Background: an optimization exercise with open tools, aiming at small area, a short achievable clock period and few clock cycles. Do not read the settings as production practice.
Only simulation tests tie the RTL to the original design; equivalence was not proved.
Power is estimated from default activity; no workload was simulated.

$ cat design/flow/config.mk
export PLATFORM = sky130hd
export DESIGN_NAME = md5
export DESIGN_NICKNAME = md5
export VERILOG_FILES = /design/flow/design.v
export SDC_FILE = /design/flow/constraint.sdc
export NUM_CORES = 4
export LEC_CHECK = 0
export ABC_AREA = 1
export CAP_MARGIN = 20
export CORE_MARGIN = 2
export CORE_UTILIZATION = 55
export CTS_BUF_LIST = sky130_fd_sc_hd__clkbuf_8
export SETUP_SLACK_MARGIN = 4
export SLEW_MARGIN = 20
export TNS_END_PERCENT = 0
$ cat design/flow/constraint.sdc
create_clock -name core_clock -period 8.5 [get_ports {clk}]
set_input_delay 1.7000 -clock core_clock [delete_from_list [all_inputs] [get_ports {clk}]]
set_output_delay 1.7000 -clock core_clock [all_outputs]
set_load 0.01 [all_outputs]
$ cat design/flow/design.v
`timescale 1ns / 1ps
module md5(
    input clk,
    input reset,
    input [0:8*8-1] input_num,
    input input_valid,
    output  [0:128-1] output_hash,
    output  output_valid
);
localparam [31:0] H0 = 32'h67452301;
localparam [31:0] H1 = 32'hefcdab89;
localparam [31:0] H2 = 32'h98badcfe;
localparam [31:0] H3 = 32'h10325476;
localparam [31:0] AP0 = 32'hd76aa477;
reg [31:0] ap, b, c, d;
reg [31:0] m0, m1;
reg [6:0] cnt;
reg pre, vld;
reg [31:0] u, v;
wire [31:0] w0 = {input_num[8*3+:8], input_num[8*2+:8], input_num[8*1+:8], input_num[8*0+:8]};
wire [31:0] w1 = {input_num[8*7+:8], input_num[8*6+:8], input_num[8*5+:8], input_num[8*4+:8]};
wire run = ~pre & ~vld;
wire rnd = run & ~cnt[6];
wire fin = run & cnt[6];
wire [31:0] f = (b & u) | (~b & v);
wire [31:0] t = ap + f;
reg [3:0] lo;
always @(*) begin
    case ({cnt[5:4], cnt[1:0]})
        4'd0, 4'd1, 4'd2, 4'd11: lo = 4'b1000;
        4'd3, 4'd9, 4'd10, 4'd12: lo = 4'b0100;
        4'd4, 4'd13, 4'd14, 4'd15: lo = 4'b0010;
        default: lo = 4'b0001;
    endcase
end
wire [3:0] hi = {4{rnd}} & (4'd1 << cnt[1:0]);
wire [31:0] t4 = {t[27:0], t[31:28]};
wire [31:0] tl = ({32{lo[0]}} & t4)
               | ({32{lo[1]}} & {t4[30:0], t4[31]})
               | ({32{lo[2]}} & {t4[29:0], t4[31:30]})
               | ({32{lo[3]}} & {t4[28:0], t4[31:29]});
wire [31:0] x = ({32{hi[0]}} & tl)
              | ({32{hi[1]}} & {tl[26:0], tl[31:27]})
              | ({32{hi[2]}} & {tl[21:0], tl[31:22]})
              | ({32{hi[3]}} & {tl[15:0], tl[31:16]});
wire [31:0] y = fin ? ap : (pre ? H1 : b);
wire [31:0] bn = y + x;
wire [6:0] cn = pre ? 7'd0 : cnt + 7'd1;
wire [31:0] kr;
wire kr_new_n39, kr_new_n40, kr_new_n41, kr_new_n42, kr_new_n43, kr_new_n44, kr_new_n45, kr_new_n46;
wire kr_new_n47, kr_new_n48, kr_new_n49, kr_new_n50, kr_new_n51, kr_new_n52, kr_new_n53, kr_new_n54;
wire kr_new_n55, kr_new_n56, kr_new_n57, kr_new_n58, kr_new_n59, kr_new_n60, kr_new_n61, kr_new_n62;
wire kr_new_n63, kr_new_n64, kr_new_n65, kr_new_n66, kr_new_n67, kr_new_n68, kr_new_n69, kr_new_n70;
wire kr_new_n71, kr_new_n72, kr_new_n73, kr_new_n74, kr_new_n75, kr_new_n76, kr_new_n77, kr_new_n78;
wire kr_new_n79, kr_new_n80, kr_new_n81, kr_new_n83, kr_new_n84, kr_new_n85, kr_new_n86, kr_new_n87;
wire kr_new_n88, kr_new_n89, kr_new_n90, kr_new_n91, kr_new_n92, kr_new_n93, kr_new_n94, kr_new_n95;
wire kr_new_n96, kr_new_n97, kr_new_n98, kr_new_n99, kr_new_n100, kr_new_n101, kr_new_n102, kr_new_n103;
wire kr_new_n104, kr_new_n105, kr_new_n106, kr_new_n107, kr_new_n108, kr_new_n109, kr_new_n110, kr_new_n111;
wire kr_new_n112, kr_new_n113, kr_new_n114, kr_new_n115, kr_new_n116, kr_new_n117, kr_new_n118, kr_new_n119;
wire kr_new_n120, kr_new_n121, kr_new_n123, kr_new_n124, kr_new_n125, kr_new_n126, kr_new_n127, kr_new_n128;
wire kr_new_n129, kr_new_n130, kr_new_n131, kr_new_n132, kr_new_n133, kr_new_n134, kr_new_n135, kr_new_n136;
wire kr_new_n137, kr_new_n138, kr_new_n139, kr_new_n140, kr_new_n141, kr_new_n142, kr_new_n143, kr_new_n144;
wire kr_new_n145, kr_new_n146, kr_new_n147, kr_new_n148, kr_new_n149, kr_new_n151, kr_new_n152, kr_new_n153;
wire kr_new_n154, kr_new_n155, kr_new_n156, kr_new_n157, kr_new_n158, kr_new_n159, kr_new_n160, kr_new_n161;
wire kr_new_n162, kr_new_n163, kr_new_n164, kr_new_n165, kr_new_n166, kr_new_n167, kr_new_n168, kr_new_n169;
wire kr_new_n170, kr_new_n171, kr_new_n172, kr_new_n173, kr_new_n175, kr_new_n176, kr_new_n177, kr_new_n178;
wire kr_new_n179, kr_new_n180, kr_new_n181, kr_new_n182, kr_new_n183, kr_new_n184, kr_new_n185, kr_new_n186;
wire kr_new_n187, kr_new_n188, kr_new_n189, kr_new_n190, kr_new_n191, kr_new_n192, kr_new_n193, kr_new_n194;
wire kr_new_n195, kr_new_n196, kr_new_n197, kr_new_n198, kr_new_n199, kr_new_n201, kr_new_n202, kr_new_n203;
wire kr_new_n204, kr_new_n205, kr_new_n206, kr_new_n207, kr_new_n208, kr_new_n209, kr_new_n210, kr_new_n211;
wire kr_new_n212, kr_new_n213, kr_new_n214, kr_new_n215, kr_new_n216, kr_new_n217, kr_new_n218, kr_new_n219;
wire kr_new_n220, kr_new_n221, kr_new_n222, kr_new_n223, kr_new_n224, kr_new_n225, kr_new_n226, kr_new_n227;
wire kr_new_n229, kr_new_n230, kr_new_n231, kr_new_n232, kr_new_n233, kr_new_n234, kr_new_n235, kr_new_n236;
wire kr_new_n237, kr_new_n238, kr_new_n239, kr_new_n240, kr_new_n241, kr_new_n242, kr_new_n243, kr_new_n244;
wire kr_new_n245, kr_new_n246, kr_new_n247, kr_new_n248, kr_new_n249, kr_new_n250, kr_new_n251, kr_new_n252;
wire kr_new_n253, kr_new_n255, kr_new_n256, kr_new_n257, kr_new_n258, kr_new_n259, kr_new_n260, kr_new_n261;
wire kr_new_n262, kr_new_n263, kr_new_n264, kr_new_n265, kr_new_n266, kr_new_n267, kr_new_n268, kr_new_n269;
wire kr_new_n270, kr_new_n271, kr_new_n272, kr_new_n273, kr_new_n274, kr_new_n275, kr_new_n276, kr_new_n277;
wire kr_new_n278, kr_new_n279, kr_new_n280, kr_new_n282, kr_new_n283, kr_new_n284, kr_new_n285, kr_new_n286;
wire kr_new_n287, kr_new_n288, kr_new_n289, kr_new_n290, kr_new_n291, kr_new_n292, kr_new_n293, kr_new_n294;
wire kr_new_n295, kr_new_n296, kr_new_n297, kr_new_n298, kr_new_n299, kr_new_n300, kr_new_n301, kr_new_n302;
wire kr_new_n303, kr_new_n304, kr_new_n305, kr_new_n306, kr_new_n307, kr_new_n308, kr_new_n309, kr_new_n310;
wire kr_new_n311, kr_new_n312, kr_new_n313, kr_new_n314, kr_new_n316, kr_new_n317, kr_new_n318, kr_new_n319;
wire kr_new_n320, kr_new_n321, kr_new_n322, kr_new_n323, kr_new_n324, kr_new_n325, kr_new_n326, kr_new_n327;
wire kr_new_n328, kr_new_n329, kr_new_n330, kr_new_n331, kr_new_n333, kr_new_n334, kr_new_n335, kr_new_n336;
wire kr_new_n337, kr_new_n338, kr_new_n339, kr_new_n340, kr_new_n341, kr_new_n342, kr_new_n343, kr_new_n344;
wire kr_new_n345, kr_new_n346, kr_new_n347, kr_new_n348, kr_new_n349, kr_new_n351, kr_new_n352, kr_new_n353;
wire kr_new_n354, kr_new_n355, kr_new_n356, kr_new_n357, kr_new_n358, kr_new_n359, kr_new_n360, kr_new_n361;
wire kr_new_n362, kr_new_n363, kr_new_n364, kr_new_n365, kr_new_n366, kr_new_n367, kr_new_n368, kr_new_n370;
wire kr_new_n371, kr_new_n372, kr_new_n373, kr_new_n374, kr_new_n375, kr_new_n376, kr_new_n377, kr_new_n378;
wire kr_new_n379, kr_new_n380, kr_new_n381, kr_new_n382, kr_new_n383, kr_new_n385, kr_new_n386, kr_new_n387;
wire kr_new_n388, kr_new_n389, kr_new_n390, kr_new_n391, kr_new_n392, kr_new_n393, kr_new_n394, kr_new_n395;
wire kr_new_n396, kr_new_n397, kr_new_n399, kr_new_n400, kr_new_n401, kr_new_n402, kr_new_n403, kr_new_n404;
wire kr_new_n405, kr_new_n406, kr_new_n407, kr_new_n408, kr_new_n409, kr_new_n410, kr_new_n411, kr_new_n412;
wire kr_new_n413, kr_new_n415, kr_new_n416, kr_new_n417, kr_new_n418, kr_new_n419, kr_new_n420, kr_new_n421;
wire kr_new_n422, kr_new_n423, kr_new_n424, kr_new_n425, kr_new_n426, kr_new_n427, kr_new_n429, kr_new_n430;
wire kr_new_n431, kr_new_n432, kr_new_n433, kr_new_n434, kr_new_n435, kr_new_n436, kr_new_n437, kr_new_n438;
wire kr_new_n439, kr_new_n441, kr_new_n442, kr_new_n443, kr_new_n444, kr_new_n445, kr_new_n446, kr_new_n447;
wire kr_new_n448, kr_new_n449, kr_new_n450, kr_new_n451, kr_new_n453, kr_new_n454, kr_new_n455, kr_new_n456;
wire kr_new_n457, kr_new_n458, kr_new_n459, kr_new_n460, kr_new_n461, kr_new_n463, kr_new_n464, kr_new_n465;
wire kr_new_n466, kr_new_n467, kr_new_n468, kr_new_n469, kr_new_n470, kr_new_n471, kr_new_n472, kr_new_n473;
wire kr_new_n474, kr_new_n475, kr_new_n476, kr_new_n477, kr_new_n479, kr_new_n480, kr_new_n481, kr_new_n482;
wire kr_new_n483, kr_new_n484, kr_new_n485, kr_new_n486, kr_new_n487, kr_new_n488, kr_new_n489, kr_new_n490;
wire kr_new_n492, kr_new_n493, kr_new_n494, kr_new_n495, kr_new_n496, kr_new_n497, kr_new_n498, kr_new_n499;
wire kr_new_n500, kr_new_n501, kr_new_n503, kr_new_n504, kr_new_n505, kr_new_n506, kr_new_n507, kr_new_n508;
wire kr_new_n509, kr_new_n510, kr_new_n511, kr_new_n512, kr_new_n513, kr_new_n514, kr_new_n515, kr_new_n516;
wire kr_new_n517, kr_new_n519, kr_new_n520, kr_new_n521, kr_new_n522, kr_new_n523, kr_new_n524, kr_new_n525;
wire kr_new_n526, kr_new_n527, kr_new_n528, kr_new_n529, kr_new_n531, kr_new_n532, kr_new_n533, kr_new_n534;
wire kr_new_n535, kr_new_n536, kr_new_n537, kr_new_n538, kr_new_n539, kr_new_n540, kr_new_n542, kr_new_n543;
wire kr_new_n544, kr_new_n545, kr_new_n546, kr_new_n547, kr_new_n548, kr_new_n549, kr_new_n550, kr_new_n551;
wire kr_new_n552, kr_new_n553, kr_new_n555, kr_new_n556, kr_new_n557, kr_new_n558, kr_new_n559, kr_new_n560;
wire kr_new_n561, kr_new_n563, kr_new_n564, kr_new_n565, kr_new_n566, kr_new_n567, kr_new_n568, kr_new_n569;
wire kr_new_n570, kr_new_n571, kr_new_n572, kr_new_n573, kr_new_n574, kr_new_n575, kr_new_n576, kr_new_n577;
wire kr_new_n578, kr_new_n579, kr_new_n580, kr_new_n582, kr_new_n584, kr_new_n585, kr_new_n586, kr_new_n587;
wire kr_new_n588, kr_new_n589, kr_new_n590, kr_new_n591, kr_new_n592, kr_new_n593, kr_new_n594, kr_new_n595;
wire kr_new_n597, kr_new_n598, kr_new_n599, kr_new_n600, kr_new_n601, kr_new_n602, kr_new_n603, kr_new_n604;
wire kr_new_n605, kr_new_n606, kr_new_n607, kr_new_n608, kr_new_n609, kr_new_n610, kr_new_n611, kr_new_n612;
wire kr_new_n614, kr_new_n615;
assign kr_new_n39 = (cn[2] & cn[0]);
assign kr_new_n40 = (cn[3] & kr_new_n39);
assign kr_new_n41 = (~cn[1] & kr_new_n40);
assign kr_new_n42 = (~cn[2] & ~cn[0]);
assign kr_new_n43 = (~cn[3] & ~cn[1]);
assign kr_new_n44 = (kr_new_n42 & kr_new_n43);
assign kr_new_n45 = (cn[5] & kr_new_n44);
assign kr_new_n46 = (~kr_new_n41 & ~kr_new_n45);
assign kr_new_n47 = (cn[4] & ~kr_new_n46);
assign kr_new_n48 = (~cn[2] & cn[1]);
assign kr_new_n49 = (cn[5] & cn[3]);
assign kr_new_n50 = (~cn[0] & kr_new_n49);
assign kr_new_n51 = (kr_new_n48 & kr_new_n50);
assign kr_new_n52 = (~cn[3] & cn[1]);
assign kr_new_n53 = (kr_new_n39 & kr_new_n52);
assign kr_new_n54 = (~kr_new_n51 & ~kr_new_n53);
assign kr_new_n55 = (cn[5] & ~cn[1]);
assign kr_new_n56 = (kr_new_n40 & kr_new_n55);
assign kr_new_n57 = (cn[3] & cn[1]);
assign kr_new_n58 = (~cn[0] & kr_new_n57);
assign kr_new_n59 = (cn[4] & ~cn[2]);
assign kr_new_n60 = (kr_new_n58 & kr_new_n59);
assign kr_new_n61 = (~kr_new_n56 & ~kr_new_n60);
assign kr_new_n62 = (kr_new_n54 & kr_new_n61);
assign kr_new_n63 = (~kr_new_n47 & kr_new_n62);
assign kr_new_n64 = (~kr_new_n39 & ~kr_new_n42);
assign kr_new_n65 = (~cn[5] & ~cn[3]);
assign kr_new_n66 = (cn[4] & ~kr_new_n65);
assign kr_new_n67 = (~cn[5] & cn[3]);
assign kr_new_n68 = (cn[1] & kr_new_n67);
assign kr_new_n69 = (~kr_new_n43 & ~kr_new_n68);
assign kr_new_n70 = (~kr_new_n66 & ~kr_new_n69);
assign kr_new_n71 = (kr_new_n64 & kr_new_n70);
assign kr_new_n72 = (~cn[5] & cn[1]);
assign kr_new_n73 = (~kr_new_n55 & ~kr_new_n72);
assign kr_new_n74 = (kr_new_n40 & kr_new_n73);
assign kr_new_n75 = (cn[5] & ~cn[3]);
assign kr_new_n76 = (cn[1] & kr_new_n75);
assign kr_new_n77 = (~cn[2] & kr_new_n76);
assign kr_new_n78 = (~kr_new_n74 & ~kr_new_n77);
assign kr_new_n79 = (cn[4] & cn[0]);
assign kr_new_n80 = (~kr_new_n78 & kr_new_n79);
assign kr_new_n81 = (~kr_new_n71 & ~kr_new_n80);
assign kr[31] = (kr_new_n63 & kr_new_n81);
assign kr_new_n83 = (~cn[1] & kr_new_n65);
assign kr_new_n84 = (~cn[2] & cn[0]);
assign kr_new_n85 = (kr_new_n83 & kr_new_n84);
assign kr_new_n86 = (~cn[4] & ~cn[2]);
assign kr_new_n87 = (~cn[0] & kr_new_n86);
assign kr_new_n88 = (~kr_new_n85 & ~kr_new_n87);
assign kr_new_n89 = (cn[5] & ~cn[4]);
assign kr_new_n90 = (~cn[0] & ~kr_new_n89);
assign kr_new_n91 = (~kr_new_n59 & kr_new_n90);
assign kr_new_n92 = (~cn[5] & cn[4]);
assign kr_new_n93 = (kr_new_n43 & ~kr_new_n92);
assign kr_new_n94 = (kr_new_n91 & kr_new_n93);
assign kr_new_n95 = (~kr_new_n48 & kr_new_n49);
assign kr_new_n96 = (~kr_new_n65 & ~kr_new_n95);
assign kr_new_n97 = (kr_new_n42 & ~kr_new_n96);
assign kr_new_n98 = (~kr_new_n40 & ~kr_new_n76);
assign kr_new_n99 = (~cn[4] & ~kr_new_n98);
assign kr_new_n100 = (~kr_new_n97 & ~kr_new_n99);
assign kr_new_n101 = (~kr_new_n94 & kr_new_n100);
assign kr_new_n102 = (~kr_new_n88 & kr_new_n101);
assign kr_new_n103 = (~cn[0] & kr_new_n75);
assign kr_new_n104 = (kr_new_n65 & kr_new_n79);
assign kr_new_n105 = (~kr_new_n103 & ~kr_new_n104);
assign kr_new_n106 = (cn[2] & cn[1]);
assign kr_new_n107 = (~kr_new_n105 & kr_new_n106);
assign kr_new_n108 = (~cn[4] & cn[0]);
assign kr_new_n109 = (kr_new_n76 & kr_new_n108);
assign kr_new_n110 = (~kr_new_n56 & ~kr_new_n109);
assign kr_new_n111 = (~kr_new_n107 & kr_new_n110);
assign kr_new_n112 = (kr_new_n64 & kr_new_n66);
assign kr_new_n113 = (~kr_new_n73 & kr_new_n112);
assign kr_new_n114 = (cn[2] & ~cn[1]);
assign kr_new_n115 = (~cn[5] & kr_new_n108);
assign kr_new_n116 = (cn[4] & ~cn[0]);
assign kr_new_n117 = (~cn[3] & kr_new_n116);
assign kr_new_n118 = (~kr_new_n115 & ~kr_new_n117);
assign kr_new_n119 = (kr_new_n114 & ~kr_new_n118);
assign kr_new_n120 = (~kr_new_n113 & ~kr_new_n119);
assign kr_new_n121 = (kr_new_n111 & kr_new_n120);
assign kr[30] = (~kr_new_n102 & kr_new_n121);
assign kr_new_n123 = (cn[0] & kr_new_n89);
assign kr_new_n124 = (cn[3] & kr_new_n123);
assign kr_new_n125 = (~kr_new_n103 & ~kr_new_n124);
assign kr_new_n126 = (kr_new_n89 & kr_new_n106);
assign kr_new_n127 = (cn[0] & kr_new_n59);
assign kr_new_n128 = (kr_new_n65 & kr_new_n127);
assign kr_new_n129 = (~kr_new_n126 & ~kr_new_n128);
assign kr_new_n130 = (~kr_new_n64 & ~kr_new_n92);
assign kr_new_n131 = (kr_new_n52 & kr_new_n130);
assign kr_new_n132 = (kr_new_n129 & ~kr_new_n131);
assign kr_new_n133 = (~kr_new_n125 & kr_new_n132);
assign kr_new_n134 = (~cn[4] & ~cn[3]);
assign kr_new_n135 = (kr_new_n114 & kr_new_n134);
assign kr_new_n136 = (kr_new_n72 & kr_new_n86);
assign kr_new_n137 = (kr_new_n67 & ~kr_new_n114);
assign kr_new_n138 = (~kr_new_n136 & ~kr_new_n137);
assign kr_new_n139 = (~kr_new_n135 & kr_new_n138);
assign kr_new_n140 = (~cn[0] & ~kr_new_n139);
assign kr_new_n141 = (cn[2] & ~cn[0]);
assign kr_new_n142 = (cn[4] & kr_new_n141);
assign kr_new_n143 = (kr_new_n58 & ~kr_new_n142);
assign kr_new_n144 = (~cn[1] & kr_new_n117);
assign kr_new_n145 = (~kr_new_n48 & ~kr_new_n114);
assign kr_new_n146 = (kr_new_n104 & ~kr_new_n145);
assign kr_new_n147 = (~kr_new_n144 & ~kr_new_n146);
assign kr_new_n148 = (~kr_new_n143 & kr_new_n147);
assign kr_new_n149 = (~kr_new_n140 & kr_new_n148);
assign kr[29] = (~kr_new_n133 & kr_new_n149);
assign kr_new_n151 = (cn[1] & kr_new_n39);
assign kr_new_n152 = (~cn[1] & kr_new_n64);
assign kr_new_n153 = (~kr_new_n151 & ~kr_new_n152);
assign kr_new_n154 = (kr_new_n67 & ~kr_new_n153);
assign kr_new_n155 = (cn[0] & kr_new_n48);
assign kr_new_n156 = (~cn[1] & kr_new_n116);
assign kr_new_n157 = (~kr_new_n155 & ~kr_new_n156);
assign kr_new_n158 = (kr_new_n49 & ~kr_new_n157);
assign kr_new_n159 = (kr_new_n114 & kr_new_n123);
assign kr_new_n160 = (~kr_new_n124 & ~kr_new_n159);
assign kr_new_n161 = (~kr_new_n158 & kr_new_n160);
assign kr_new_n162 = (~cn[3] & cn[2]);
assign kr_new_n163 = (kr_new_n79 & kr_new_n162);
assign kr_new_n164 = (~cn[1] & kr_new_n163);
assign kr_new_n165 = (kr_new_n42 & kr_new_n76);
assign kr_new_n166 = (~kr_new_n164 & ~kr_new_n165);
assign kr_new_n167 = (kr_new_n106 & kr_new_n134);
assign kr_new_n168 = (~cn[0] & kr_new_n167);
assign kr_new_n169 = (kr_new_n72 & kr_new_n84);
assign kr_new_n170 = (~cn[3] & kr_new_n169);
assign kr_new_n171 = (~kr_new_n168 & ~kr_new_n170);
assign kr_new_n172 = (kr_new_n166 & kr_new_n171);
assign kr_new_n173 = (kr_new_n161 & kr_new_n172);
assign kr[28] = ~((~kr_new_n154 & kr_new_n173));
assign kr_new_n175 = (~cn[2] & ~cn[1]);
assign kr_new_n176 = (~cn[5] & ~cn[0]);
assign kr_new_n177 = (kr_new_n175 & kr_new_n176);
assign kr_new_n178 = (~kr_new_n67 & ~kr_new_n177);
assign kr_new_n179 = (kr_new_n86 & ~kr_new_n178);
assign kr_new_n180 = (kr_new_n48 & ~kr_new_n79);
assign kr_new_n181 = (~kr_new_n89 & kr_new_n180);
assign kr_new_n182 = (~kr_new_n86 & kr_new_n178);
assign kr_new_n183 = (kr_new_n181 & kr_new_n182);
assign kr_new_n184 = (~kr_new_n179 & ~kr_new_n183);
assign kr_new_n185 = (~kr_new_n56 & ~kr_new_n167);
assign kr_new_n186 = (kr_new_n39 & kr_new_n83);
assign kr_new_n187 = (~cn[4] & cn[3]);
assign kr_new_n188 = (kr_new_n155 & kr_new_n187);
assign kr_new_n189 = (~kr_new_n186 & ~kr_new_n188);
assign kr_new_n190 = (kr_new_n185 & kr_new_n189);
assign kr_new_n191 = (kr_new_n166 & kr_new_n190);
assign kr_new_n192 = (kr_new_n42 & kr_new_n55);
assign kr_new_n193 = (kr_new_n72 & kr_new_n79);
assign kr_new_n194 = (~kr_new_n192 & ~kr_new_n193);
assign kr_new_n195 = (~kr_new_n91 & kr_new_n194);
assign kr_new_n196 = (cn[3] & ~kr_new_n195);
assign kr_new_n197 = (kr_new_n75 & ~kr_new_n153);
assign kr_new_n198 = (~kr_new_n196 & ~kr_new_n197);
assign kr_new_n199 = (kr_new_n191 & kr_new_n198);
assign kr[27] = ~((kr_new_n184 & kr_new_n199));
assign kr_new_n201 = (~cn[4] & ~cn[0]);
assign kr_new_n202 = (kr_new_n75 & kr_new_n152);
assign kr_new_n203 = (~kr_new_n68 & ~kr_new_n202);
assign kr_new_n204 = (kr_new_n201 & ~kr_new_n203);
assign kr_new_n205 = (~cn[4] & ~cn[1]);
assign kr_new_n206 = (kr_new_n42 & kr_new_n205);
assign kr_new_n207 = (cn[3] & kr_new_n206);
assign kr_new_n208 = (kr_new_n55 & kr_new_n127);
assign kr_new_n209 = (~kr_new_n177 & ~kr_new_n208);
assign kr_new_n210 = (~kr_new_n207 & kr_new_n209);
assign kr_new_n211 = (kr_new_n106 & ~kr_new_n201);
assign kr_new_n212 = (~kr_new_n50 & ~kr_new_n134);
assign kr_new_n213 = (kr_new_n211 & ~kr_new_n212);
assign kr_new_n214 = (cn[4] & cn[3]);
assign kr_new_n215 = (cn[0] & kr_new_n55);
assign kr_new_n216 = (kr_new_n214 & kr_new_n215);
assign kr_new_n217 = (~kr_new_n188 & ~kr_new_n216);
assign kr_new_n218 = (~kr_new_n213 & kr_new_n217);
assign kr_new_n219 = (kr_new_n64 & ~kr_new_n156);
assign kr_new_n220 = (kr_new_n65 & ~kr_new_n219);
assign kr_new_n221 = (kr_new_n43 & kr_new_n59);
assign kr_new_n222 = (~kr_new_n155 & ~kr_new_n221);
assign kr_new_n223 = (~kr_new_n67 & ~kr_new_n156);
assign kr_new_n224 = (~kr_new_n222 & ~kr_new_n223);
assign kr_new_n225 = (~kr_new_n220 & ~kr_new_n224);
assign kr_new_n226 = (kr_new_n218 & kr_new_n225);
assign kr_new_n227 = (kr_new_n210 & kr_new_n226);
assign kr[26] = (~kr_new_n204 & kr_new_n227);
assign kr_new_n229 = (~kr_new_n43 & ~kr_new_n75);
assign kr_new_n230 = (kr_new_n48 & kr_new_n79);
assign kr_new_n231 = (~kr_new_n142 & ~kr_new_n230);
assign kr_new_n232 = (~kr_new_n229 & ~kr_new_n231);
assign kr_new_n233 = (~kr_new_n142 & kr_new_n229);
assign kr_new_n234 = (~kr_new_n232 & ~kr_new_n233);
assign kr_new_n235 = (~kr_new_n75 & ~kr_new_n201);
assign kr_new_n236 = (cn[1] & ~kr_new_n235);
assign kr_new_n237 = (~kr_new_n234 & kr_new_n236);
assign kr_new_n238 = (cn[3] & kr_new_n84);
assign kr_new_n239 = (kr_new_n92 & kr_new_n238);
assign kr_new_n240 = (~kr_new_n123 & ~kr_new_n239);
assign kr_new_n241 = (cn[3] & kr_new_n156);
assign kr_new_n242 = (kr_new_n240 & ~kr_new_n241);
assign kr_new_n243 = (cn[0] & ~kr_new_n205);
assign kr_new_n244 = (~kr_new_n64 & ~kr_new_n243);
assign kr_new_n245 = (~kr_new_n242 & ~kr_new_n244);
assign kr_new_n246 = (~cn[5] & kr_new_n162);
assign kr_new_n247 = (~kr_new_n177 & ~kr_new_n246);
assign kr_new_n248 = (kr_new_n176 & kr_new_n247);
assign kr_new_n249 = (kr_new_n65 & ~kr_new_n141);
assign kr_new_n250 = (~kr_new_n127 & kr_new_n249);
assign kr_new_n251 = (~kr_new_n77 & ~kr_new_n250);
assign kr_new_n252 = (~kr_new_n248 & kr_new_n251);
assign kr_new_n253 = (~kr_new_n245 & kr_new_n252);
assign kr[25] = (~kr_new_n237 & kr_new_n253);
assign kr_new_n255 = (cn[4] & kr_new_n49);
assign kr_new_n256 = (cn[0] & kr_new_n255);
assign kr_new_n257 = (kr_new_n114 & kr_new_n256);
assign kr_new_n258 = (kr_new_n129 & ~kr_new_n257);
assign kr_new_n259 = (cn[0] & ~kr_new_n92);
assign kr_new_n260 = (~cn[2] & ~kr_new_n259);
assign kr_new_n261 = (~kr_new_n72 & ~kr_new_n201);
assign kr_new_n262 = (~kr_new_n156 & kr_new_n261);
assign kr_new_n263 = (kr_new_n260 & kr_new_n262);
assign kr_new_n264 = (cn[0] & ~kr_new_n49);
assign kr_new_n265 = (~kr_new_n50 & ~kr_new_n264);
assign kr_new_n266 = (kr_new_n244 & ~kr_new_n265);
assign kr_new_n267 = (~kr_new_n263 & ~kr_new_n266);
assign kr_new_n268 = (kr_new_n258 & kr_new_n267);
assign kr_new_n269 = (~cn[5] & kr_new_n156);
assign kr_new_n270 = (cn[1] & kr_new_n40);
assign kr_new_n271 = (~kr_new_n269 & ~kr_new_n270);
assign kr_new_n272 = (cn[2] & ~kr_new_n79);
assign kr_new_n273 = (~kr_new_n271 & kr_new_n272);
assign kr_new_n274 = (cn[0] & ~kr_new_n175);
assign kr_new_n275 = (cn[5] & kr_new_n187);
assign kr_new_n276 = (~kr_new_n274 & kr_new_n275);
assign kr_new_n277 = (kr_new_n83 & ~kr_new_n141);
assign kr_new_n278 = (~kr_new_n109 & ~kr_new_n277);
assign kr_new_n279 = (~kr_new_n276 & kr_new_n278);
assign kr_new_n280 = (~kr_new_n273 & kr_new_n279);
assign kr[24] = (kr_new_n268 & kr_new_n280);
assign kr_new_n282 = (cn[0] & ~kr_new_n65);
assign kr_new_n283 = (kr_new_n48 & ~kr_new_n282);
assign kr_new_n284 = (kr_new_n72 & kr_new_n116);
assign kr_new_n285 = (cn[5] & cn[4]);
assign kr_new_n286 = (kr_new_n39 & kr_new_n285);
assign kr_new_n287 = (kr_new_n141 & kr_new_n214);
assign kr_new_n288 = (~kr_new_n286 & ~kr_new_n287);
assign kr_new_n289 = (~kr_new_n284 & kr_new_n288);
assign kr_new_n290 = (~kr_new_n283 & kr_new_n289);
assign kr_new_n291 = (~kr_new_n49 & ~kr_new_n290);
assign kr_new_n292 = (~cn[4] & kr_new_n141);
assign kr_new_n293 = (~kr_new_n155 & ~kr_new_n292);
assign kr_new_n294 = (~kr_new_n124 & ~kr_new_n135);
assign kr_new_n295 = (~kr_new_n293 & ~kr_new_n294);
assign kr_new_n296 = (~kr_new_n41 & ~kr_new_n207);
assign kr_new_n297 = (~kr_new_n295 & kr_new_n296);
assign kr_new_n298 = (~kr_new_n291 & kr_new_n297);
assign kr_new_n299 = (kr_new_n67 & ~kr_new_n156);
assign kr_new_n300 = (~kr_new_n298 & kr_new_n299);
assign kr_new_n301 = (kr_new_n156 & kr_new_n298);
assign kr_new_n302 = (kr_new_n215 & ~kr_new_n238);
assign kr_new_n303 = (~cn[3] & kr_new_n127);
assign kr_new_n304 = (kr_new_n46 & ~kr_new_n303);
assign kr_new_n305 = (~kr_new_n302 & ~kr_new_n304);
assign kr_new_n306 = (~kr_new_n59 & ~kr_new_n270);
assign kr_new_n307 = (kr_new_n49 & ~kr_new_n306);
assign kr_new_n308 = (~kr_new_n48 & kr_new_n115);
assign kr_new_n309 = (kr_new_n70 & kr_new_n308);
assign kr_new_n310 = (~kr_new_n103 & ~kr_new_n171);
assign kr_new_n311 = (~kr_new_n309 & ~kr_new_n310);
assign kr_new_n312 = (~kr_new_n307 & kr_new_n311);
assign kr_new_n313 = (~kr_new_n305 & kr_new_n312);
assign kr_new_n314 = (~kr_new_n301 & kr_new_n313);
assign kr[23] = (~kr_new_n300 & kr_new_n314);
assign kr_new_n316 = (~kr_new_n58 & ~kr_new_n76);
assign kr_new_n317 = (kr_new_n176 & kr_new_n205);
assign kr_new_n318 = (~kr_new_n123 & ~kr_new_n317);
assign kr_new_n319 = (kr_new_n316 & kr_new_n318);
assign kr_new_n320 = (cn[2] & ~kr_new_n319);
assign kr_new_n321 = (~kr_new_n186 & ~kr_new_n320);
assign kr_new_n322 = (kr_new_n229 & kr_new_n260);
assign kr_new_n323 = (~kr_new_n299 & kr_new_n322);
assign kr_new_n324 = (~kr_new_n75 & ~kr_new_n106);
assign kr_new_n325 = (~kr_new_n68 & kr_new_n324);
assign kr_new_n326 = (kr_new_n108 & ~kr_new_n325);
assign kr_new_n327 = (kr_new_n43 & kr_new_n108);
assign kr_new_n328 = (~kr_new_n274 & kr_new_n285);
assign kr_new_n329 = (~kr_new_n327 & ~kr_new_n328);
assign kr_new_n330 = (~kr_new_n326 & kr_new_n329);
assign kr_new_n331 = (~kr_new_n323 & kr_new_n330);
assign kr[22] = (kr_new_n321 & kr_new_n331);
assign kr_new_n333 = (~kr_new_n48 & kr_new_n89);
assign kr_new_n334 = (~kr_new_n64 & kr_new_n333);
assign kr_new_n335 = (cn[1] & ~kr_new_n334);
assign kr_new_n336 = (~kr_new_n108 & ~kr_new_n116);
assign kr_new_n337 = (~cn[3] & ~kr_new_n115);
assign kr_new_n338 = (~kr_new_n336 & ~kr_new_n337);
assign kr_new_n339 = (~kr_new_n335 & kr_new_n338);
assign kr_new_n340 = (~kr_new_n126 & ~kr_new_n274);
assign kr_new_n341 = (~kr_new_n259 & ~kr_new_n340);
assign kr_new_n342 = (~cn[3] & kr_new_n48);
assign kr_new_n343 = (~kr_new_n285 & kr_new_n342);
assign kr_new_n344 = (~kr_new_n159 & ~kr_new_n343);
assign kr_new_n345 = (kr_new_n68 & kr_new_n141);
assign kr_new_n346 = (~kr_new_n163 & ~kr_new_n192);
assign kr_new_n347 = (~kr_new_n345 & kr_new_n346);
assign kr_new_n348 = (kr_new_n344 & kr_new_n347);
assign kr_new_n349 = (~kr_new_n341 & kr_new_n348);
assign kr[21] = ~((~kr_new_n339 & kr_new_n349));
assign kr_new_n351 = (~kr_new_n151 & ~kr_new_n292);
assign kr_new_n352 = (kr_new_n65 & ~kr_new_n351);
assign kr_new_n353 = (kr_new_n40 & kr_new_n89);
assign kr_new_n354 = (~kr_new_n144 & ~kr_new_n207);
assign kr_new_n355 = (~kr_new_n353 & kr_new_n354);
assign kr_new_n356 = (~kr_new_n352 & kr_new_n355);
assign kr_new_n357 = (cn[4] & ~kr_new_n49);
assign kr_new_n358 = (cn[2] & ~kr_new_n72);
assign kr_new_n359 = (~kr_new_n169 & ~kr_new_n358);
assign kr_new_n360 = (~kr_new_n345 & kr_new_n359);
assign kr_new_n361 = (kr_new_n357 & ~kr_new_n360);
assign kr_new_n362 = (~kr_new_n42 & ~kr_new_n145);
assign kr_new_n363 = (~cn[4] & kr_new_n83);
assign kr_new_n364 = (kr_new_n48 & kr_new_n89);
assign kr_new_n365 = (~kr_new_n49 & ~kr_new_n364);
assign kr_new_n366 = (~kr_new_n363 & kr_new_n365);
assign kr_new_n367 = (~kr_new_n362 & ~kr_new_n366);
assign kr_new_n368 = (~kr_new_n361 & ~kr_new_n367);
assign kr[20] = (kr_new_n356 & kr_new_n368);
assign kr_new_n370 = (~kr_new_n65 & ~kr_new_n205);
assign kr_new_n371 = (~kr_new_n134 & ~kr_new_n370);
assign kr_new_n372 = (~cn[5] & kr_new_n292);
assign kr_new_n373 = (~kr_new_n238 & ~kr_new_n372);
assign kr_new_n374 = (~kr_new_n83 & kr_new_n373);
assign kr_new_n375 = (~kr_new_n371 & ~kr_new_n374);
assign kr_new_n376 = (~cn[3] & kr_new_n284);
assign kr_new_n377 = (~kr_new_n206 & ~kr_new_n256);
assign kr_new_n378 = (~kr_new_n376 & kr_new_n377);
assign kr_new_n379 = (kr_new_n219 & kr_new_n328);
assign kr_new_n380 = (~kr_new_n56 & ~kr_new_n165);
assign kr_new_n381 = (kr_new_n247 & kr_new_n380);
assign kr_new_n382 = (~kr_new_n379 & kr_new_n381);
assign kr_new_n383 = (kr_new_n378 & kr_new_n382);
assign kr[19] = (~kr_new_n375 & kr_new_n383);
assign kr_new_n385 = (~kr[30] & kr_new_n363);
assign kr_new_n386 = (kr_new_n48 & kr_new_n66);
assign kr_new_n387 = (~kr_new_n334 & ~kr_new_n386);
assign kr_new_n388 = (kr_new_n54 & kr_new_n387);
assign kr_new_n389 = (~kr_new_n186 & ~kr_new_n224);
assign kr_new_n390 = (kr_new_n92 & kr_new_n106);
assign kr_new_n391 = (kr_new_n238 & kr_new_n285);
assign kr_new_n392 = (~kr_new_n390 & ~kr_new_n391);
assign kr_new_n393 = (~kr_new_n50 & ~kr_new_n187);
assign kr_new_n394 = (kr_new_n114 & ~kr_new_n393);
assign kr_new_n395 = (kr_new_n392 & ~kr_new_n394);
assign kr_new_n396 = (kr_new_n389 & kr_new_n395);
assign kr_new_n397 = (kr_new_n388 & kr_new_n396);
assign kr[18] = (~kr_new_n385 & kr_new_n397);
assign kr_new_n399 = (kr_new_n141 & ~kr_new_n261);
assign kr_new_n400 = (kr_new_n184 & ~kr_new_n399);
assign kr_new_n401 = (~cn[3] & ~kr_new_n400);
assign kr_new_n402 = (~kr_new_n230 & ~kr_new_n287);
assign kr_new_n403 = (kr_new_n67 & kr_new_n116);
assign kr_new_n404 = (kr_new_n49 & kr_new_n114);
assign kr_new_n405 = (~kr_new_n403 & ~kr_new_n404);
assign kr_new_n406 = (kr_new_n402 & kr_new_n405);
assign kr_new_n407 = (~kr_new_n109 & kr_new_n406);
assign kr_new_n408 = (cn[2] & ~kr_new_n73);
assign kr_new_n409 = (kr_new_n282 & kr_new_n408);
assign kr_new_n410 = (kr_new_n84 & kr_new_n371);
assign kr_new_n411 = (~kr_new_n409 & ~kr_new_n410);
assign kr_new_n412 = (kr_new_n407 & kr_new_n411);
assign kr_new_n413 = (~kr_new_n47 & kr_new_n412);
assign kr[17] = ~((~kr_new_n401 & kr_new_n413));
assign kr_new_n415 = (kr_new_n114 & ~kr_new_n125);
assign kr_new_n416 = (~kr_new_n130 & kr_new_n180);
assign kr_new_n417 = (kr_new_n65 & kr_new_n108);
assign kr_new_n418 = (~kr_new_n58 & ~kr_new_n221);
assign kr_new_n419 = (~kr_new_n417 & kr_new_n418);
assign kr_new_n420 = (~kr_new_n416 & kr_new_n419);
assign kr_new_n421 = (kr_new_n67 & ~kr_new_n201);
assign kr_new_n422 = (~kr_new_n223 & ~kr_new_n421);
assign kr_new_n423 = (~kr_new_n49 & kr_new_n106);
assign kr_new_n424 = (~kr_new_n89 & kr_new_n423);
assign kr_new_n425 = (~kr_new_n371 & kr_new_n424);
assign kr_new_n426 = (~kr_new_n422 & ~kr_new_n425);
assign kr_new_n427 = (kr_new_n420 & kr_new_n426);
assign kr[16] = (~kr_new_n415 & kr_new_n427);
assign kr_new_n429 = (kr_new_n116 & kr[29]);
assign kr_new_n430 = (kr_new_n48 & ~kr_new_n240);
assign kr_new_n431 = (cn[5] & kr_new_n114);
assign kr_new_n432 = (kr_new_n240 & kr_new_n431);
assign kr_new_n433 = (kr_new_n162 & ~kr_new_n261);
assign kr_new_n434 = (kr_new_n86 & kr_new_n176);
assign kr_new_n435 = (~kr_new_n44 & ~kr_new_n434);
assign kr_new_n436 = (~kr_new_n164 & kr_new_n435);
assign kr_new_n437 = (~kr_new_n433 & kr_new_n436);
assign kr_new_n438 = (~kr_new_n432 & kr_new_n437);
assign kr_new_n439 = (~kr_new_n430 & kr_new_n438);
assign kr[15] = ~((~kr_new_n429 & kr_new_n439));
assign kr_new_n441 = (~cn[4] & kr_new_n72);
assign kr_new_n442 = (~kr_new_n42 & ~kr_new_n441);
assign kr_new_n443 = (~cn[4] & kr_new_n137);
assign kr_new_n444 = (~kr_new_n39 & ~kr_new_n443);
assign kr_new_n445 = (kr_new_n73 & ~kr_new_n444);
assign kr_new_n446 = (kr_new_n134 & kr_new_n362);
assign kr_new_n447 = (kr_new_n95 & ~kr_new_n205);
assign kr_new_n448 = (~kr_new_n221 & ~kr_new_n434);
assign kr_new_n449 = (~kr_new_n447 & kr_new_n448);
assign kr_new_n450 = (~kr_new_n446 & kr_new_n449);
assign kr_new_n451 = (kr_new_n378 & kr_new_n450);
assign kr[9] = ~((~kr_new_n445 & kr_new_n451));
assign kr_new_n453 = (~kr_new_n442 & ~kr[9]);
assign kr_new_n454 = (~kr_new_n276 & ~kr_new_n303);
assign kr_new_n455 = (kr_new_n55 & ~kr_new_n454);
assign kr_new_n456 = (~cn[1] & kr_new_n214);
assign kr_new_n457 = (~kr_new_n44 & ~kr_new_n456);
assign kr_new_n458 = (~cn[5] & ~kr_new_n457);
assign kr_new_n459 = (kr_new_n171 & kr_new_n271);
assign kr_new_n460 = (~kr_new_n458 & kr_new_n459);
assign kr_new_n461 = (~kr_new_n455 & kr_new_n460);
assign kr[14] = (~kr_new_n453 & kr_new_n461);
assign kr_new_n463 = (~kr_new_n141 & ~kr_new_n214);
assign kr_new_n464 = (~kr_new_n90 & ~kr_new_n463);
assign kr_new_n465 = (~kr_new_n446 & ~kr_new_n464);
assign kr_new_n466 = (~cn[1] & ~kr_new_n465);
assign kr_new_n467 = (~kr_new_n114 & ~kr_new_n342);
assign kr_new_n468 = (cn[5] & ~kr_new_n116);
assign kr_new_n469 = (~kr_new_n64 & ~kr_new_n468);
assign kr_new_n470 = (~kr_new_n467 & kr_new_n469);
assign kr_new_n471 = (cn[3] & ~kr_new_n470);
assign kr_new_n472 = (~kr_new_n234 & ~kr_new_n471);
assign kr_new_n473 = (~kr_new_n128 & ~kr_new_n137);
assign kr_new_n474 = (kr_new_n261 & ~kr_new_n473);
assign kr_new_n475 = (~kr_new_n58 & ~kr_new_n188);
assign kr_new_n476 = (~kr_new_n474 & kr_new_n475);
assign kr_new_n477 = (~kr_new_n472 & kr_new_n476);
assign kr[13] = (~kr_new_n466 & kr_new_n477);
assign kr_new_n479 = (cn[0] & kr_new_n92);
assign kr_new_n480 = (~kr[25] & kr_new_n479);
assign kr_new_n481 = (kr_new_n176 & kr_new_n456);
assign kr_new_n482 = (~kr_new_n345 & ~kr_new_n481);
assign kr_new_n483 = (~kr_new_n202 & kr_new_n482);
assign kr_new_n484 = (~kr_new_n446 & ~kr_new_n470);
assign kr_new_n485 = (~kr_new_n92 & kr_new_n270);
assign kr_new_n486 = (~kr_new_n50 & ~kr_new_n214);
assign kr_new_n487 = (kr_new_n175 & ~kr_new_n486);
assign kr_new_n488 = (~kr_new_n485 & ~kr_new_n487);
assign kr_new_n489 = (kr_new_n484 & kr_new_n488);
assign kr_new_n490 = (kr_new_n483 & kr_new_n489);
assign kr[12] = (~kr_new_n480 & kr_new_n490);
assign kr_new_n492 = (kr_new_n103 & kr_new_n388);
assign kr_new_n493 = (~kr_new_n53 & ~kr_new_n390);
assign kr_new_n494 = (~kr_new_n474 & kr_new_n493);
assign kr_new_n495 = (~kr_new_n230 & ~kr_new_n345);
assign kr_new_n496 = (~kr_new_n65 & ~kr_new_n495);
assign kr_new_n497 = (~kr_new_n342 & ~kr_new_n431);
assign kr_new_n498 = (~kr_new_n51 & kr_new_n497);
assign kr_new_n499 = (~cn[4] & ~kr_new_n498);
assign kr_new_n500 = (~kr_new_n496 & ~kr_new_n499);
assign kr_new_n501 = (kr_new_n494 & kr_new_n500);
assign kr[11] = ~((~kr_new_n492 & kr_new_n501));
assign kr_new_n503 = (kr_new_n162 & ~kr_new_n336);
assign kr_new_n504 = (kr_new_n121 & kr_new_n503);
assign kr_new_n505 = (~kr_new_n188 & ~kr_new_n303);
assign kr_new_n506 = (kr_new_n175 & kr_new_n259);
assign kr_new_n507 = (~cn[4] & cn[1]);
assign kr_new_n508 = (~kr_new_n175 & ~kr_new_n507);
assign kr_new_n509 = (kr_new_n50 & kr_new_n508);
assign kr_new_n510 = (~kr_new_n506 & ~kr_new_n509);
assign kr_new_n511 = (kr_new_n505 & kr_new_n510);
assign kr_new_n512 = (kr_new_n67 & ~kr_new_n293);
assign kr_new_n513 = (~kr_new_n40 & ~kr_new_n177);
assign kr_new_n514 = (cn[4] & ~kr_new_n513);
assign kr_new_n515 = (kr_new_n78 & ~kr_new_n514);
assign kr_new_n516 = (~kr_new_n512 & kr_new_n515);
assign kr_new_n517 = (kr_new_n511 & kr_new_n516);
assign kr[10] = (~kr_new_n504 & kr_new_n517);
assign kr_new_n519 = (kr_new_n43 & ~kr_new_n321);
assign kr_new_n520 = (~kr_new_n162 & kr_new_n201);
assign kr_new_n521 = (~kr_new_n324 & kr_new_n520);
assign kr_new_n522 = (~kr_new_n519 & ~kr_new_n521);
assign kr_new_n523 = (~kr_new_n123 & ~kr_new_n522);
assign kr_new_n524 = (kr_new_n114 & kr_new_n357);
assign kr_new_n525 = (~kr_new_n43 & kr_new_n123);
assign kr_new_n526 = (~kr_new_n403 & ~kr_new_n525);
assign kr_new_n527 = (~kr_new_n524 & kr_new_n526);
assign kr_new_n528 = (~kr_new_n158 & kr_new_n527);
assign kr_new_n529 = (kr_new_n132 & kr_new_n528);
assign kr[8] = (~kr_new_n523 & kr_new_n529);
assign kr_new_n531 = (~kr_new_n286 & ~kr_new_n327);
assign kr_new_n532 = (~kr_new_n364 & kr_new_n531);
assign kr_new_n533 = (~kr_new_n165 & kr_new_n532);
assign kr_new_n534 = (kr_new_n217 & kr_new_n271);
assign kr_new_n535 = (~kr_new_n287 & ~kr_new_n423);
assign kr_new_n536 = (~kr_new_n211 & ~kr_new_n535);
assign kr_new_n537 = (~kr_new_n83 & ~kr_new_n193);
assign kr_new_n538 = (~kr_new_n39 & ~kr_new_n537);
assign kr_new_n539 = (~kr_new_n536 & ~kr_new_n538);
assign kr_new_n540 = (kr_new_n534 & kr_new_n539);
assign kr[7] = (kr_new_n533 & kr_new_n540);
assign kr_new_n542 = (kr_new_n118 & kr_new_n393);
assign kr_new_n543 = (kr_new_n48 & ~kr_new_n542);
assign kr_new_n544 = (~kr_new_n175 & kr_new_n255);
assign kr_new_n545 = (~kr_new_n186 & ~kr_new_n544);
assign kr_new_n546 = (kr_new_n57 & kr_new_n142);
assign kr_new_n547 = (~cn[1] & kr_new_n103);
assign kr_new_n548 = (~kr_new_n546 & ~kr_new_n547);
assign kr_new_n549 = (kr_new_n545 & kr_new_n548);
assign kr_new_n550 = (kr_new_n175 & ~kr_new_n285);
assign kr_new_n551 = (kr_new_n96 & kr_new_n550);
assign kr_new_n552 = (kr_new_n373 & ~kr_new_n551);
assign kr_new_n553 = (kr_new_n549 & kr_new_n552);
assign kr[6] = (~kr_new_n543 & kr_new_n553);
assign kr_new_n555 = (~kr_new_n181 & ~kr_new_n302);
assign kr_new_n556 = (~kr_new_n443 & kr_new_n555);
assign kr_new_n557 = (kr_new_n229 & ~kr_new_n346);
assign kr_new_n558 = (~kr_new_n89 & ~kr_new_n456);
assign kr_new_n559 = (kr_new_n141 & ~kr_new_n558);
assign kr_new_n560 = (~kr_new_n557 & ~kr_new_n559);
assign kr_new_n561 = (kr_new_n556 & kr_new_n560);
assign kr[5] = ~((~kr_new_n295 & kr_new_n561));
assign kr_new_n563 = (kr[27] & kr_new_n308);
assign kr_new_n564 = (~kr_new_n188 & kr_new_n296);
assign kr_new_n565 = (cn[5] & ~kr_new_n564);
assign kr_new_n566 = (~kr_new_n128 & ~kr_new_n216);
assign kr_new_n567 = (kr_new_n66 & kr_new_n114);
assign kr_new_n568 = (~cn[4] & ~kr_new_n106);
assign kr_new_n569 = (kr_new_n103 & ~kr_new_n568);
assign kr_new_n570 = (~kr_new_n567 & ~kr_new_n569);
assign kr_new_n571 = (kr_new_n566 & kr_new_n570);
assign kr_new_n572 = (kr_new_n68 & kr_new_n87);
assign kr_new_n573 = (~kr_new_n481 & ~kr_new_n572);
assign kr_new_n574 = (kr_new_n90 & kr_new_n358);
assign kr_new_n575 = (~kr_new_n363 & kr_new_n574);
assign kr_new_n576 = (kr_new_n363 & ~kr_new_n574);
assign kr_new_n577 = (~kr_new_n575 & ~kr_new_n576);
assign kr_new_n578 = (kr_new_n573 & kr_new_n577);
assign kr_new_n579 = (kr_new_n571 & kr_new_n578);
assign kr_new_n580 = (~kr_new_n565 & kr_new_n579);
assign kr[4] = ~((~kr_new_n563 & kr_new_n580));
assign kr_new_n582 = (~kr_new_n114 & kr_new_n417);
assign kr[3] = ~((kr_new_n298 & ~kr_new_n582));
assign kr_new_n584 = (kr_new_n49 & kr_new_n152);
assign kr_new_n585 = (~kr_new_n170 & ~kr_new_n434);
assign kr_new_n586 = (~kr_new_n584 & kr_new_n585);
assign kr_new_n587 = (kr_new_n67 & kr_new_n244);
assign kr_new_n588 = (~kr_new_n163 & ~kr_new_n221);
assign kr_new_n589 = (~kr_new_n83 & ~kr_new_n588);
assign kr_new_n590 = (~kr_new_n587 & ~kr_new_n589);
assign kr_new_n591 = (kr_new_n586 & kr_new_n590);
assign kr_new_n592 = (~kr_new_n240 & ~kr_new_n568);
assign kr_new_n593 = (~kr_new_n276 & ~kr_new_n343);
assign kr_new_n594 = (~kr_new_n371 & ~kr_new_n593);
assign kr_new_n595 = (~kr_new_n592 & ~kr_new_n594);
assign kr[2] = ~((kr_new_n591 & kr_new_n595));
assign kr_new_n597 = (~kr_new_n163 & ~kr_new_n421);
assign kr_new_n598 = (kr_new_n145 & ~kr_new_n597);
assign kr_new_n599 = (cn[5] & kr_new_n230);
assign kr_new_n600 = (~kr_new_n598 & ~kr_new_n599);
assign kr_new_n601 = (~kr_new_n86 & ~kr_new_n600);
assign kr_new_n602 = (cn[5] & kr_new_n221);
assign kr_new_n603 = (~kr_new_n136 & ~kr_new_n317);
assign kr_new_n604 = (~kr_new_n207 & kr_new_n603);
assign kr_new_n605 = (~kr_new_n602 & kr_new_n604);
assign kr_new_n606 = (~kr_new_n119 & ~kr_new_n257);
assign kr_new_n607 = (kr_new_n108 & kr_new_n145);
assign kr_new_n608 = (~kr_new_n229 & kr_new_n607);
assign kr_new_n609 = (kr_new_n180 & kr_new_n371);
assign kr_new_n610 = (~kr_new_n608 & ~kr_new_n609);
assign kr_new_n611 = (kr_new_n606 & kr_new_n610);
assign kr_new_n612 = (kr_new_n605 & kr_new_n611);
assign kr[1] = ~((~kr_new_n601 & kr_new_n612));
assign kr_new_n614 = (~kr_new_n326 & kr_new_n392);
assign kr_new_n615 = (kr_new_n573 & kr_new_n614);
assign kr[0] = (kr_new_n101 & kr_new_n615);
reg [31:0] kc;
always @(posedge clk) begin
    if (!cn[6]) kc <= kr;
    else case (cn[1:0])
        2'd0: kc <= H3;
        2'd1: kc <= H2;
        default: kc <= H1;
    endcase
end
reg s0, s1;
always @(posedge clk) begin
    s0 <= ~pre & (cn == 7'd18 || cn == 7'd40 || cn == 7'd47);
    s1 <= (pre & input_valid) | (~pre & (cn == 7'd0 || cn == 7'd15 || cn == 7'd35 || cn == 7'd54));
end
wire [31:0] ms = ({32{s0}} & m0) | ({32{s1}} & m1);
wire [31:0] pn = d + kc + ms;
always @(posedge clk) begin
    if (reset) begin
        pre <= 1'b1;
        vld <= 1'b0;
        cnt <= 7'd0;
    end else if (pre) begin
        if (input_valid) pre <= 1'b0;
    end else if (!vld) begin
        cnt <= cnt + 7'd1;
        if (cnt == 7'd66) vld <= 1'b1;
    end
end
wire [1:0] gn = cnt[5:4] + {1'b0, &cnt[3:0]};
always @(posedge clk) begin
    if (pre) begin
        u <= w0;
        v <= w0;
    end else begin
        case (gn)
            2'd0: begin u <= b;        v <= c; end
            2'd1: begin u <= b | c;    v <= b & ~c; end
            2'd2: begin u <= ~(b ^ c); v <= b ^ c; end
            default: begin u <= ~b;    v <= ~(b ^ c); end
        endcase
    end
end
always @(posedge clk) begin
    b <= bn;
    if (pre) ap <= AP0;
    else if (!vld) ap <= pn;
    if (pre) begin
        c <= H2;
        d <= H3;
    end else if (!vld) begin
        c <= b;
        d <= c;
    end
end
always @(posedge clk) begin
    if (input_valid) begin
        m0 <= w0;
        m1 <= w1;
    end
end
assign output_valid = vld;
assign output_hash = {d[7:0], d[15:8], d[23:16], d[31:24],
                      ap[7:0], ap[15:8], ap[23:16], ap[31:24],
                      b[7:0], b[15:8], b[23:16], b[31:24],
                      c[7:0], c[15:8], c[23:16], c[31:24]};
endmodule
$ cat design/flow/flow/run.sh
#!/bin/bash
# The standard layout (the standard.sh, with its standard synthesis), except that
# the input and output ports are buffered with sky130_fd_sc_hd__buf_1 instead of the
# larger cell buffer_ports picks by default. Every port still gets its own buffer.
set -euo pipefail
cd "$(dirname "${BASH_SOURCE[0]}")/.."
bash standard.sh "BUFFER_PORTS_ARGS=-buffer_cell sky130_fd_sc_hd__buf_1" finish > flow_make.log 2>&1
$ cat design/flow/standard.sh
#!/bin/bash
# synth_recipe.tcl (not shown) runs the flow's synth.tcl, then flattens the netlist and writes it again
# the make line also repeats each setting of config.mk as NAME=value (left out here)
make -C /OpenROAD-flow-scripts/flow DESIGN_CONFIG=/design/flow/config.mk WORK_HOME=/design/flow/orfs CLKGATE_MAP_FILE= SYNTH_SCRIPT=/design/flow/synth_recipe.tcl "${@:-finish}"
==> results.cfg <==
[synth]
yosysWarnings = 1
synth_ff_type = dfxtp_1
synth-seq-area-share_pct = 28.4
avgSynthCellArea_um2 = 6.75
synth.net_count = 3776
synth_edf_count = 64
synth-seq-cells = 303
syn-cell-area_um2 = 23600
synth.distinct_cells = 62
async_flop_share_pct = 0
netlist_instances = 3497

[sta]
fin_tns_setup_ns = 0
tightest_slew_ns = 1.17
max_freq_ghz = 0.205
max_slew_margin_pct = 20.7
min_period_ns = 4.88
fin_ws_ns = 3.62
slew_violations = 0
finClkSkew_ns = 0.0549
rsz0062_at_grt = yes
period_share_pct = 57.4
hold_viol_final = 0
finalSetupViolations = 0

[finish]
fin_area_um2 = 27800
area_growth_pct = 17.6
fin_nets = 3981
fin_cells = 4295
fillers = 3453
drive_above_1_share_pct = 13.5
utilization_pct = 65.9

[power_and_ir_drop]
p_leak_nw = 13.2
p_comb_share_pct = 63.5
p_sw_w = 0.00551
pwr-share-seq_pct = 22.2
intPower_w = 0.00473
switching_share_pct = 53.8
vdd_drop_max_uv = 217
powerDensity_nw_per_um2 = 369
power.share.clock_pct = 14.3

[setup_path]
cp-start-kind = flop
slowest_stage = dfxtp_1
critical_path_class = reg -> reg
crit_arrival_ns = 5.39
path_max_fanout = 13
crit_buf_inv = 4
critPathTopFamily = simple AND/OR/NAND/NOR gates
path_cells = inv_1, ha_1, inv_1, nor2_2, buf_4, inv_1, ha_1, nor2_1, nand2_1, a21oi_1, nor3_1, nand2_1, nand3_1, nand2_1
crit_required_ns = 9.01
endpoint_kind = flop
critPathMaxStageDelay_ns = 0.72

[die]
pin_count = 196
die_area_um2 = 44600
die_height_um = 211
start_util_pct = 56.0
fp.coreArea_um2 = 42100
die_w_um = 211
rows = 75

[run]
max-cap-violations = 0

[placement]
place_congestion = 1.16
placed_cell_area_um2 = 24700
dp_hpwl_um = 82800
placed_cells = 4130
preCtsSetupSlack_ns = 3.12
port_buffers = 195

[cts]
cts_root_buffer = clkbuf_8
cts_max_path_buffers = 3
cts_tree = done
ctsHtreeMaxLevel = 2
clk_pin_slew_worst_paths_ns = 0.07
clock_sinks = 303
cts_hold_buf = 0
cts_buffers = 52
insertion_delay_ns = 0.71

[drt]
drc_errors = 0
drtIter0Drc = 5316
vias = 28500
totalWireLength_um = 115000
wl_per_cell_um = 26.9
ant_nets = 0
dr.pass1.iters = 13
via_per_inst = 6.64

[outcome]
status = finished clean

[global_route]
overflow = 0
grt_pass1_vias = 26100
grt.total_usage_pct = 49.3
grt_max_degree = 111
antenna_found_initial = 8
grt_pass1_wl_um = 163000

[worst_hold_path]
hold_class = reg -> reg
cell families (layout without fill, tap and decap cells):
| kind of cell | Yosys count | count (layout) | share of synthesized area [%] |
|---|---|---|---|
| AND/OR/NAND/NOR | 1446 | 1448 | 26.2 |
| XOR/XNOR | 55 | 55 | 2.04 |
| flip-flops | 303 | 303 | 28.4 |
| adder cells (fa/ha/maj) | 212 | 212 | 12.3 |
| buffers and inverters | 708 | 955 | 11.5 |
| other | 0 | 10 | 0 |
| AO/OA/AOI/OAI | 773 | 773 | 19.6 |
cell usage in the layout, fill, tap and decap left out, types with 14 or more instances in the layout:
cell	count
clkbuf_8	64
buf_1	194
nand4_1	53
buf_4	79
inv_2	21
xor2_1	34
inv_1	558
a21oi_1	205
a221oi_1	25
nor2_4	18
a21oi_2	24
xnor2_1	19
ha_4	44
o211ai_1	15
nand2_2	56
dfxtp_4	22
nor2_1	194
a22o_1	32
nor2_2	33
nand2_4	14
nand3_1	210
o221ai_1	38
nand2_1	762
o21ai_0	302
ha_1	127
edfxtp_1	64
clkinv_2	14
nand3_2	16
dfxtp_1	198
nor3_1	36
dfxtp_2	19
a221o_1	21
fa_1	32
o21ai_1	17
routing by layer:
layer,up-vias,global-route usage [%],part of all wire (%)
li1,12100,-,-
met5,-,0,0.049
met1,13000,59.6,35
met3,772,20.0,16
met4,8,37.2,9.7
met2,2665,69.8,40
metrics by stage:
stage,hold slack (ns),power [W]
2_1_floorplan,0.525,0.00538
3_3_place_gp,0.480,0.00710
3_5_place_dp,0.492,0.00721
4_1_cts,0.523,0.00903
5_1_grt,0.555,0.0106
6_report,0.515,0.0102
worst paths after layout:
path / startpoint / endpoint / slack [ns] / depth (start not counted)
max: cnt[0] / kc[14] / 3.62 / 14
min: d[11] / d[11] / 0.52 / 2
max reg2reg: cnt[0] / kc[14] / 3.62 / 14
min reg2reg: d[11] / d[11] / 0.52 / 2
power groups by stage:
stage	logic (W)	registers, W	clock network (W)
floorplan	0.00332	0.00206	0
global placement	0.00494	0.00216	0
detailed placement	0.00502	0.00218	0
global route	0.00683	0.00227	0.00151
CTS	0.00540	0.00218	0.00144
finish	0.00651	0.00227	0.00147
area by class of cell:
| type | count | area (um2) | area share, % |
|---|---|---|---|
| Antenna cell | 10 | 25.0 | 0.0901 |
| Clock inverter | 34 | 253 | 0.910 |
| Multi-Input combinational cell | 2488 | 15600 | 56.1 |
| Sequential cell | 303 | 6810 | 24.5 |
| Timing Repair inverter | 1 | 5.00 | 0.0180 |
| Clock buffer | 64 | 881 | 3.17 |
| Inverter | 581 | 2200 | 7.91 |
| Timing Repair Buffer | 275 | 1340 | 4.82 |
| Tap cell | 539 | 674 | 2.43 |
worst reg2reg max path: cells and delay by family (launching register included):
family                   cells  cell delay (ns)
buffers and inverters        4             1.39
AND/OR/NAND/NOR              7             1.39
AO/OA/AOI/OAI                1             0.16
adder cells (fa/ha/maj)      2             1.06
flip-flops                   1             0.72
flip-flops by register name (all words and copies together) (netlist names):
signal	cells
ap	32
b	32
c	32
d	32
kc	32
m0	32
m1	32
u	32
v	32
cnt	7
lo	4
pre	1
s0	1
s1	1
vld	1
cells in the mapped netlist, types with 6 or more instances:
| cell type | n | area (um2) |
|---|---|---|
| xnor2_1 | 20 | 175 |
| nand4_1 | 53 | 332 |
| nand3b_1 | 13 | 97.6 |
| xor2_1 | 35 | 307 |
| o21bai_1 | 10 | 75.1 |
| nor2_2 | 9 | 56.3 |
| o21ai_0 | 317 | 1590 |
| o22ai_1 | 6 | 37.5 |
| a221oi_1 | 25 | 219 |
| nor4_1 | 12 | 75.1 |
| nand2_2 | 9 | 56.3 |
| o211ai_1 | 15 | 113 |
| a221o_1 | 21 | 210 |
| a21o_1 | 10 | 75.1 |
| a22oi_1 | 6 | 45.0 |
| a21oi_1 | 230 | 1150 |
| nor2_1 | 230 | 863 |
| a22o_1 | 32 | 280 |
| buf_1 | 18 | 67.6 |
| inv_1 | 562 | 2110 |
| ha_1 | 178 | 2230 |
| fa_1 | 34 | 681 |
| a31oi_1 | 10 | 62.6 |
| buf_2 | 21 | 105 |
| nor3_1 | 38 | 190 |
| nand3_1 | 230 | 1150 |
| o221ai_1 | 38 | 333 |
| edfxtp_1 | 64 | 1920 |
| dfxtp_1 | 239 | 4780 |
| inv_2 | 14 | 52.6 |
| or2_2 | 12 | 75.1 |
| clkbuf_1 | 83 | 312 |
| and2_1 | 6 | 37.5 |
| o2111ai_1 | 16 | 140 |
| nand2_1 | 821 | 3080 |
| o21ai_1 | 8 | 40.0 |
timing repair:
action | in CTS | in global routing
endpoints found under the setup margin | 26 | 44
gates cloned | 1 | 2
resized for setup | 112 | 248
pin swaps | 19 | 90
setup buffers | 18 | 36
Testbench counts, summed over its fixed seeds: cycles 55,200.

==> afterwards: timing with drivers on the ports <==
Ports are ideal in the flow. The routed layout listed here was re-timed in OpenROAD. Step 1 (the two cells are an assumption about what drives the block):
set clk [get_ports {clk}]
set_driving_cell -lib_cell sky130_fd_sc_hd__clkbuf_16 $clk
set_driving_cell -lib_cell sky130_fd_sc_hd__buf_2 [delete_from_list [all_inputs] $clk]
Step 2 adds t to the input delays and takes it off the output delays; t is the mean of the earliest and latest rising clock arrival at the registers after step 1. Input paths then give back, and output paths get back, about the clock's delay inside the block. Three values: no drivers, after step 1, after step 2; two values: the first two.
shift t [ns]: 0.741
slack for setup (ns): 3.621 / 3.621 / 3.621
worst setup path at the end: register to register
clock arrival spread, ns: 0.059 / 0.058
slew at the worst register clock pin (ns): 0.09 / 0.09
After both steps setup and hold are still met in this run. The setup slack of this run moves by 0.000 ns with the drivers and by 0.000 ns with both steps.
